This is an optimization exercise on Yosys and OpenROAD, whose aim is small area, a short achievable clock period and few clock cycles, not a production implementation. At most, simulation tests tie the RTL to the original design; equivalence was not proved.

// Cordic
module Cordic #(parameter DW=16, AW=4)(
	input                  clk, rst, en,
	output                 done,
	input  signed [DW-1:0] z,
	output signed [DW-1:0] x,y);
==> module Cordic, before the edit <==
module Cordic #(parameter DW=16, AW=4)(
	input                  clk, rst, en,
	output                 done,
	input  signed [DW-1:0] z,
	output signed [DW-1:0] x,y);
	reg signed [15:0] X, Y;
	reg        [15:0] Z;
	reg        [3:0]  hx, lx;    
	reg        [3:0]  hy, ly;    
	reg        [3:0]  hz, lz;    
	reg               px, py;    
	reg               busy, done_r;
	wire        [15:0] AtanValue;
	AtanROM #(.DW(16)) UUT (.hi(hz), .lo(lz), .AtanValue(AtanValue));
	wire        last  = hz[3] & lz[1];           
	wire        step  = busy & ~last;
	always @ (posedge clk, posedge rst)
		if (rst) begin
			busy   <= 1'b0;
			done_r <= 1'b0;
		end else begin
			busy   <= busy ? ~last : en;
			done_r <= busy & last;
		end
	always @ (posedge clk) begin
		lx <= step ? {lx[2:0], lx[3]} : 4'b0001;
		hx <= step ? (lx[3] ? {hx[2:0], hx[3]} : hx) : 4'b0001;
		ly <= step ? {ly[2:0], ly[3]} : 4'b0001;
		hy <= step ? (ly[3] ? {hy[2:0], hy[3]} : hy) : 4'b0001;
		lz <= step ? {lz[2:0], lz[3]} : 4'b0001;
		hz <= step ? (lz[3] ? {hz[2:0], hz[3]} : hz) : 4'b0001;
	end
	function [14:0] shr(input [14:0] a, input [3:0] h1, input [3:0] l1);
		reg [14:0] s;
		begin
			s =   ({15{l1[0]}} & a)
			    | ({15{l1[1]}} & {{1{a[14]}}, a[14:1]})
			    | ({15{l1[2]}} & {{2{a[14]}}, a[14:2]})
			    | ({15{l1[3]}} & {{3{a[14]}}, a[14:3]});
			shr = ({15{h1[0]}} & s)
			    | ({15{h1[1]}} & {{4{s[14]}}, s[14:4]})
			    | ({15{h1[2]}} & {{8{s[14]}}, s[14:8]})
			    | ({15{h1[3]}} & {{12{s[14]}}, s[14:12]});
		end
	endfunction
	function [15:0] add16(input [15:0] a, input [15:0] b, input ci);
		reg [15:0] g, p, gg, pp;
		integer i, k;
		begin
			g = a & b;
			p = a ^ b;
			gg = g; pp = p;
			gg[0] = g[0] | (p[0] & ci);
			for (k = 1; k < 16; k = k * 2)
				for (i = 0; i < 16; i = i + 1)
					if (i & k) begin
						gg[i] = gg[i] | (pp[i] & gg[(i & ~(k - 1)) - 1]);
						pp[i] = pp[i] & pp[(i & ~(k - 1)) - 1];
					end
			add16 = p ^ {gg[14:0], ci};
		end
	endfunction
	wire               first = hz[0] & lz[0];       
	wire               pz  = ~Z[15];
	wire        [15:0] yc  = Y ^ {16{px}};
	wire        [15:0] xc  = X ^ {16{~py}};
	wire        [14:0] ysh = shr(yc[15:1], hx, lx);
	wire        [14:0] xsh = shr(xc[15:1], hy, ly);
	wire        [15:0] xi  = add16(X, {ysh[14], ysh}, px);
	wire        [15:0] yi  = add16(Y, {xsh[14], xsh}, ~py);
	reg         [15:0] k01;
	always @ (*)
		case ({Z[15], px})
			2'b01:   k01 = 16'h0000 - 16'h3244 - 16'h1dac;
			2'b00:   k01 = 16'h0000 - 16'h3244 + 16'h1dac;
			2'b11:   k01 = 16'h3244 - 16'h1dac;
			default: k01 = 16'h3244 + 16'h1dac;
		endcase
	wire        [15:0] zb  = first ? k01 : AtanValue ^ {16{pz}};
	wire        [15:0] zi  = add16(Z, zb, pz & ~first);
	wire               p1  = z[15] ? ($signed(z) >= -16'sh3244) : ($signed(z) >= 16'sh3244);
	wire        [15:0] zn  = busy ? zi : z;
	always @ (posedge clk) begin
		X  <= busy ? xi : 16'h26dd;
		Y  <= busy ? yi : (z[15] ? 16'hd923 : 16'h26dd);
		Z  <= zn;
		px <= busy ? ~zi[15] : p1;
		py <= busy ? ~zi[15] : p1;
	end
	assign done = done_r;
	assign x = X;
	assign y = Y;
endmodule
Settings: LEC_CHECK=0, ABC_AREA=1, CAP_MARGIN=20, CORE_MARGIN=2, CORE_UTILIZATION=40, SETUP_SLACK_MARGIN=5, SLEW_MARGIN=20; clock period 8.0 ns.
standard.sh (not shown) runs the stock make flow with config.mk's settings and CLKGATE_MAP_FILE= SYNTH_SCRIPT=/design/flow/synth_recipe.tcl, a recipe that flattens the netlist after the stock synthesis.
==> flow/flow/run.sh <==
#!/bin/bash
# The standard layout with two changes: adders are left to abc as plain
# gates (no full/half adder cells, ADDER_MAP_FILE empty), and the ports are
# buffered by the smallest buffer instead of the delay cell buffer_ports
# picks by default. Synthesis is otherwise the standard one (synth_recipe.tcl:
# no fsm or share pass, flattened, function nets renamed), so the registers
# and their names are the standard synthesis's. The whole output goes to
# flow.log here; each ORFS step also keeps its own log under orfs/logs/.
set -euo pipefail
export ADDER_MAP_FILE=
export BUFFER_PORTS_ARGS="-buffer_cell sky130_fd_sc_hd__buf_1"
bash standard.sh finish > flow.log 2>&1
Change:
--- a/flow/design.v
+++ b/flow/design.v
@@ -33,9 +33,9 @@
 	reg        [15:0] Z;
 	reg        [3:0]  hx, lx;    
 	reg        [3:0]  hy, ly;    
 	reg        [3:0]  hz, lz;    
-	reg               px, py;    
+	reg               px, ny;    
 	reg               busy, done_r;
 	wire        [15:0] AtanValue;
 	AtanROM #(.DW(16)) UUT (.hi(hz), .lo(lz), .AtanValue(AtanValue));
 	wire        last  = hz[3] & lz[1];           
@@ -88,13 +88,13 @@
 	endfunction
 	wire               first = hz[0] & lz[0];       
 	wire               pz  = ~Z[15];
 	wire        [15:0] yc  = Y ^ {16{px}};
-	wire        [15:0] xc  = X ^ {16{~py}};
+	wire        [15:0] xc  = X ^ {16{ny}};
 	wire        [14:0] ysh = shr(yc[15:1], hx, lx);
 	wire        [14:0] xsh = shr(xc[15:1], hy, ly);
 	wire        [15:0] xi  = add16(X, {ysh[14], ysh}, px);
-	wire        [15:0] yi  = add16(Y, {xsh[14], xsh}, ~py);
+	wire        [15:0] yi  = add16(Y, {xsh[14], xsh}, ny);
 	reg         [15:0] k01;
 	always @ (*)
 		case ({Z[15], px})
 			2'b01:   k01 = 16'h0000 - 16'h3244 - 16'h1dac;
@@ -103,16 +103,16 @@
 			default: k01 = 16'h3244 + 16'h1dac;
 		endcase
 	wire        [15:0] zb  = first ? k01 : AtanValue ^ {16{pz}};
 	wire        [15:0] zi  = add16(Z, zb, pz & ~first);
-	wire               p1  = z[15] ? ($signed(z) >= -16'sh3244) : ($signed(z) >= 16'sh3244);
+	wire               p1  = z[15] ? (z >= 16'hcdbc) : (z >= 16'h3244);
 	wire        [15:0] zn  = busy ? zi : z;
 	always @ (posedge clk) begin
 		X  <= busy ? xi : 16'h26dd;
 		Y  <= busy ? yi : (z[15] ? 16'hd923 : 16'h26dd);
 		Z  <= zn;
 		px <= busy ? ~zi[15] : p1;
-		py <= busy ? ~zi[15] : p1;
+		ny <= busy ? zi[15] : ~p1;
 	end
 	assign done = done_r;
 	assign x = X;
 	assign y = Y;
Outcome:
- sequential share of layout area came out higher by 0.17 points
- maximum frequency goes up by 5.1%
- die area went up by 1.1%
- non-clock buffer count went down by 3
- worst setup slack gains 140 ps
- routed wire length falls by 1.2%
- cell count goes up by 0.35%
- synthesized cell count goes up by 0.43%
- cell area barely changes
- clock skew barely changes
Testbench counts after the change, summed over its fixed seeds: cycles 48,000.
The RTL of the first run of this note was laid out without a check of its function.

========
== north ==
Cordic, a different RTL version from the one above (not shown whole).
Size: about 1200 cells after synthesis, about 52 I/O pins, roughly 6500 um^2 of cells after synthesis.
==> module Cordic, before the edit <==
module Cordic #(parameter DW=16, AW=4)(
	input                  clk, rst, en,
	output                 done,
	input  signed [DW-1:0] z,
	output signed [DW-1:0] x,y);
	reg signed [15:0] X, Y;
	reg        [15:0] Z;
	reg        [3:0]  hx, lx;    
	reg        [3:0]  hy, ly;    
	reg        [3:0]  hz, lz;    
	reg               px, ny;    
	reg               busy, done_r;
	wire        [15:0] AtanValue;
	AtanROM #(.DW(16)) UUT (.hi(hz), .lo(lz), .AtanValue(AtanValue));
	wire        last  = hz[3] & lz[1];           
	wire        step  = busy & ~last;
	always @ (posedge clk, posedge rst)
		if (rst) begin
			busy   <= 1'b0;
			done_r <= 1'b0;
		end else begin
			busy   <= busy ? ~last : en;
			done_r <= busy & last;
		end
	always @ (posedge clk) begin
		lx <= step ? {lx[2:0], lx[3]} : 4'b0001;
		hx <= step ? (lx[3] ? {hx[2:0], hx[3]} : hx) : 4'b0001;
		ly <= step ? {ly[2:0], ly[3]} : 4'b0001;
		hy <= step ? (ly[3] ? {hy[2:0], hy[3]} : hy) : 4'b0001;
		lz <= step ? {lz[2:0], lz[3]} : 4'b0001;
		hz <= step ? (lz[3] ? {hz[2:0], hz[3]} : hz) : 4'b0001;
	end
	function [14:0] shr(input [14:0] a, input [3:0] h1, input [3:0] l1);
		reg [14:0] s;
		begin
			s =   ({15{l1[0]}} & a)
			    | ({15{l1[1]}} & {{1{a[14]}}, a[14:1]})
			    | ({15{l1[2]}} & {{2{a[14]}}, a[14:2]})
			    | ({15{l1[3]}} & {{3{a[14]}}, a[14:3]});
			shr = ({15{h1[0]}} & s)
			    | ({15{h1[1]}} & {{4{s[14]}}, s[14:4]})
			    | ({15{h1[2]}} & {{8{s[14]}}, s[14:8]})
			    | ({15{h1[3]}} & {{12{s[14]}}, s[14:12]});
		end
	endfunction
	function [15:0] add16(input [15:0] a, input [15:0] b, input ci);
		reg [15:0] g, p, gg, pp;
		integer i, k;
		begin
			g = a & b;
			p = a ^ b;
			gg = g; pp = p;
			gg[0] = g[0] | (p[0] & ci);
			for (k = 1; k < 16; k = k * 2)
				for (i = 0; i < 16; i = i + 1)
					if (i & k) begin
						gg[i] = gg[i] | (pp[i] & gg[(i & ~(k - 1)) - 1]);
						pp[i] = pp[i] & pp[(i & ~(k - 1)) - 1];
					end
			add16 = p ^ {gg[14:0], ci};
		end
	endfunction
	wire               first = hz[0] & lz[0];       
	wire               pz  = ~Z[15];
	wire        [15:0] yc  = Y ^ {16{px}};
	wire        [15:0] xc  = X ^ {16{ny}};
	wire        [14:0] ysh = shr(yc[15:1], hx, lx);
	wire        [14:0] xsh = shr(xc[15:1], hy, ly);
	wire        [15:0] xi  = add16(X, {ysh[14], ysh}, px);
	wire        [15:0] yi  = add16(Y, {xsh[14], xsh}, ny);
	reg         [15:0] k01;
	always @ (*)
		case ({Z[15], px})
			2'b01:   k01 = 16'h0000 - 16'h3244 - 16'h1dac;
			2'b00:   k01 = 16'h0000 - 16'h3244 + 16'h1dac;
			2'b11:   k01 = 16'h3244 - 16'h1dac;
			default: k01 = 16'h3244 + 16'h1dac;
		endcase
	wire        [15:0] zb  = first ? k01 : AtanValue ^ {16{pz}};
	wire        [15:0] zi  = add16(Z, zb, pz & ~first);
	wire               p1  = z[15] ? ($signed(z) >= -16'sh3244) : ($signed(z) >= 16'sh3244);
	wire        [15:0] zn  = busy ? zi : z;
	always @ (posedge clk) begin
		X  <= busy ? xi : 16'h26dd;
		Y  <= busy ? yi : (z[15] ? 16'hd923 : 16'h26dd);
		Z  <= zn;
		px <= busy ? ~zi[15] : p1;
		ny <= busy ? zi[15] : ~p1;
	end
	assign done = done_r;
	assign x = X;
	assign y = Y;
endmodule
==> flow/config.mk <==
export PLATFORM = sky130hd
export DESIGN_NAME = Cordic
export DESIGN_NICKNAME = Cordic
export VERILOG_FILES = /design/flow/design.v
export SDC_FILE = /design/flow/constraint.sdc
export NUM_CORES = 4
export LEC_CHECK = 0
export ABC_AREA = 1
export CAP_MARGIN = 20
export CORE_MARGIN = 2
export CORE_UTILIZATION = 40
export SETUP_SLACK_MARGIN = 5
export SLEW_MARGIN = 20
==> flow/constraint.sdc <==
create_clock -name core_clock -period 8.0 [get_ports {clk}]
set_input_delay 1.6000 -clock core_clock [delete_from_list [all_inputs] [get_ports {clk}]]
set_output_delay 1.6000 -clock core_clock [all_outputs]
set_load 0.01 [all_outputs]
Scripts as last shown in full above: flow/flow/run.sh
diff inputs: north => south
-- flow/design.v --
<<< north, line 32
	reg signed [15:0] X, Y;
	reg        [15:0] Z;
	reg        [3:0]  hx, lx;    
	reg        [3:0]  hy, ly;    
	reg        [3:0]  hz, lz;    
	reg               px, ny;    
>>> south, line 32
	reg signed [15:0] X, Y;
	reg        [15:0] Z;
	reg        [3:0]  hz, lz;    
	reg               px, ny;    
<<< north, line 50
		end
	always @ (posedge clk) begin
		lx <= step ? {lx[2:0], lx[3]} : 4'b0001;
		hx <= step ? (lx[3] ? {hx[2:0], hx[3]} : hx) : 4'b0001;
		ly <= step ? {ly[2:0], ly[3]} : 4'b0001;
		hy <= step ? (ly[3] ? {hy[2:0], hy[3]} : hy) : 4'b0001;
		lz <= step ? {lz[2:0], lz[3]} : 4'b0001;
		hz <= step ? (lz[3] ? {hz[2:0], hz[3]} : hz) : 4'b0001;
>>> south, line 48
		end
	always @ (posedge clk) begin
		lz <= step ? {lz[2:0], lz[3]} : 4'b0001;
		hz <= step ? (lz[3] ? {hz[2:0], hz[3]} : hz) : 4'b0001;
<<< north, line 91
	wire        [15:0] yc  = Y ^ {16{px}};
	wire        [15:0] xc  = X ^ {16{ny}};
	wire        [14:0] ysh = shr(yc[15:1], hx, lx);
	wire        [14:0] xsh = shr(xc[15:1], hy, ly);
	wire        [15:0] xi  = add16(X, {ysh[14], ysh}, px);
	wire        [15:0] yi  = add16(Y, {xsh[14], xsh}, ny);
>>> south, line 85
	wire        [15:0] yc  = Y ^ {16{px}};
	wire        [15:0] xc  = X ^ {16{ny}};
	wire        [14:0] ysh = shr(yc[15:1], hz, lz);
	wire        [14:0] xsh = shr(xc[15:1], hz, lz);
	wire        [15:0] xi  = add16(X, {ysh[14], ysh}, px);
	wire        [15:0] yi  = add16(Y, {xsh[14], xsh}, ny);
--- outcome ---
[south] final design utilization rose 0.37 points relative to north. [compare] base=north new=south: synthesis-to-finish area growth moved up, largest incremental delay on the critical path lower, worst setup slack after layout went down. Summary of south over north: floorplan row count shows a reduction of 2, final area shows a reduction of 7.1%.
No run of this note included a check of the RTL's function; only the layout flow was run.

========
Cordic, a different RTL version from the one above (not shown whole).
Size in the first run: roughly 1100 cells after synthesis, ~56 flip-flops, roughly 5900 sq um of cells after synthesis.
==> module Cordic, before the edit <==
module Cordic #(parameter DW=16, AW=4)(
	input                  clk, rst, en,
	output                 done,
	input  signed [DW-1:0] z,
	output signed [DW-1:0] x,y);
	reg signed [15:0] X, Y;
	reg        [15:0] Z;
	reg        [3:0]  m;         
	wire       [3:0]  hz = 4'b0001 << m[3:2];    
	wire       [3:0]  lz = 4'b0001 << m[1:0];    
	reg               px, ny;    
	reg               busy, done_r;
	wire        [15:0] AtanValue;
	AtanROM #(.DW(16)) UUT (.hi(hz), .lo(lz), .AtanValue(AtanValue));
	wire        last  = hz[3] & lz[1];           
	wire        step  = busy & ~last;
	always @ (posedge clk, posedge rst)
		if (rst) begin
			busy   <= 1'b0;
			done_r <= 1'b0;
		end else begin
			busy   <= busy ? ~last : en;
			done_r <= busy & last;
		end
	always @ (posedge clk) begin
		m  <= step ? m + 4'd1 : 4'd0;
	end
	function [14:0] shr(input [14:0] a, input [3:0] h1, input [3:0] l1);
		reg [14:0] s;
		begin
			s =   ({15{l1[0]}} & a)
			    | ({15{l1[1]}} & {{1{a[14]}}, a[14:1]})
			    | ({15{l1[2]}} & {{2{a[14]}}, a[14:2]})
			    | ({15{l1[3]}} & {{3{a[14]}}, a[14:3]});
			shr = ({15{h1[0]}} & s)
			    | ({15{h1[1]}} & {{4{s[14]}}, s[14:4]})
			    | ({15{h1[2]}} & {{8{s[14]}}, s[14:8]})
			    | ({15{h1[3]}} & {{12{s[14]}}, s[14:12]});
		end
	endfunction
	function [15:0] add16(input [15:0] a, input [15:0] b, input ci);
		reg [15:0] g, p, gg, pp;
		integer i, k;
		begin
			g = a & b;
			p = a ^ b;
			gg = g; pp = p;
			gg[0] = g[0] | (p[0] & ci);
			for (k = 1; k < 16; k = k * 2)
				for (i = 0; i < 16; i = i + 1)
					if (i & k) begin
						gg[i] = gg[i] | (pp[i] & gg[(i & ~(k - 1)) - 1]);
						pp[i] = pp[i] & pp[(i & ~(k - 1)) - 1];
					end
			add16 = p ^ {gg[14:0], ci};
		end
	endfunction
	wire               first = hz[0] & lz[0];       
	wire               pz  = ~Z[15];
	wire        [15:0] yc  = Y ^ {16{px}};
	wire        [15:0] xc  = X ^ {16{ny}};
	wire        [14:0] ysh = shr(yc[15:1], hz, lz);
	wire        [14:0] xsh = shr(xc[15:1], hz, lz);
	wire        [15:0] xi  = add16(X, {ysh[14], ysh}, px);
	wire        [15:0] yi  = add16(Y, {xsh[14], xsh}, ny);
	reg         [15:0] k01;
	always @ (*)
		case ({Z[15], px})
			2'b01:   k01 = 16'h0000 - 16'h3244 - 16'h1dac;
			2'b00:   k01 = 16'h0000 - 16'h3244 + 16'h1dac;
			2'b11:   k01 = 16'h3244 - 16'h1dac;
			default: k01 = 16'h3244 + 16'h1dac;
		endcase
	wire        [15:0] zb  = first ? k01 : AtanValue ^ {16{pz}};
	wire        [15:0] zi  = add16(Z, zb, pz & ~first);
	wire               p1  = z[15] ? (z >= 16'hcdbc) : (z >= 16'h3244);
	wire        [15:0] zn  = busy ? zi : z;
	always @ (posedge clk) begin
		X  <= busy ? xi : 16'h26dd;
		Y  <= busy ? yi : (z[15] ? 16'hd923 : 16'h26dd);
		Z  <= zn;
		px <= busy ? ~zi[15] : p1;
		ny <= busy ? zi[15] : ~p1;
	end
	assign done = done_r;
	assign x = X;
	assign y = Y;
endmodule
clock: 8.0 ns
lec_check: 0
abc_area: 1
cap_margin: 20
core_margin: 2
core_utilization: 60
setup_slack_margin: 5
slew_margin: 20
Scripts as last shown in full above: flow/flow/run.sh
The starting point completed with no timing, DRC or antenna violations.
Change:
--- a/flow/design.v
+++ b/flow/design.v
@@ -32,7 +32,6 @@
 	reg signed [15:0] X, Y;
 	reg        [15:0] Z;
-	reg        [3:0]  m;         
-	wire       [3:0]  hz = 4'b0001 << m[3:2];    
-	wire       [3:0]  lz = 4'b0001 << m[1:0];    
+	reg        [3:0]  hz, lzn;   
+	wire       [3:0]  lz = ~lzn;
 	reg               px, ny;    
 	reg               busy, done_r;
@@ -50,5 +49,6 @@
 		end
 	always @ (posedge clk) begin
-		m  <= step ? m + 4'd1 : 4'd0;
+		lzn <= step ? {lzn[2:0], lzn[3]} : 4'b1110;
+		hz <= step ? (lz[3] ? {hz[2:0], hz[3]} : hz) : 4'b0001;
 	end
 	function [14:0] shr(input [14:0] a, input [3:0] h1, input [3:0] l1);
Area after synthesis rises by 6.1%.
Worst setup slack is better by 0.0034 ns.
Design area rose by 4.9%.
Die area increases by 5.9%.
Critical path depth goes up by 2.
Cell count goes up by about 1.6%.
Clock-buffer cell count increases by 3.
Global-route usage came out higher by 0.30 points.
Fmax stays flat.
Core utilization goes down by 0.49 points.
Hold slack gains 0.021 ns.
No run of this note included a check of the RTL's function; only the layout flow was run.

==> static timing again, ports no longer ideal <==
In the flow no input, the clock included, has a driving cell. The finished layouts below were timed again as built, in two steps.
Step 1 (the two cells are an assumption about what drives the block):
set clk [get_ports {clk}]
set_driving_cell -lib_cell sky130_fd_sc_hd__clkbuf_16 $clk
set_driving_cell -lib_cell sky130_fd_sc_hd__buf_2 [delete_from_list [all_inputs] $clk]
Step 2 times the ports against the registers' clock, not the clock port: input delays grow and output delays shrink by t, the midpoint of the rising clock arrivals with the driver on.
Three values: ideal ports, drivers, drivers and shift; two values: the first two.
run | shift t [ns] | slack for setup (ns) | worst setup path at the end | slew at the worst register clock pin (ns)
the first run of note 1 | 0.397 | 5.117 / 5.137 / 4.740 | input to register | 0.07 / 0.07
the second run of note 1 | 0.388 | 5.257 / 5.257 / 5.065 | input to register | 0.07 / 0.07
north | 0.387 | 5.268 / 5.268 / 5.154 | input to register | 0.07 / 0.07
south | 0.388 | 5.259 / 5.259 / 5.091 | input to register | 0.06 / 0.06
the first run of note 3 | 0.367 | 5.229 / 5.229 / 5.176 | input to register | 0.12 / 0.12
the second run of note 3 | 0.404 | 5.232 / 5.232 / 4.986 | input to register | 0.08 / 0.08
After both steps every run listed still meets setup and hold. The setup slack of the first run of note 1, which loses most, moves by +0.020 ns with the drivers and by -0.377 ns with both steps.
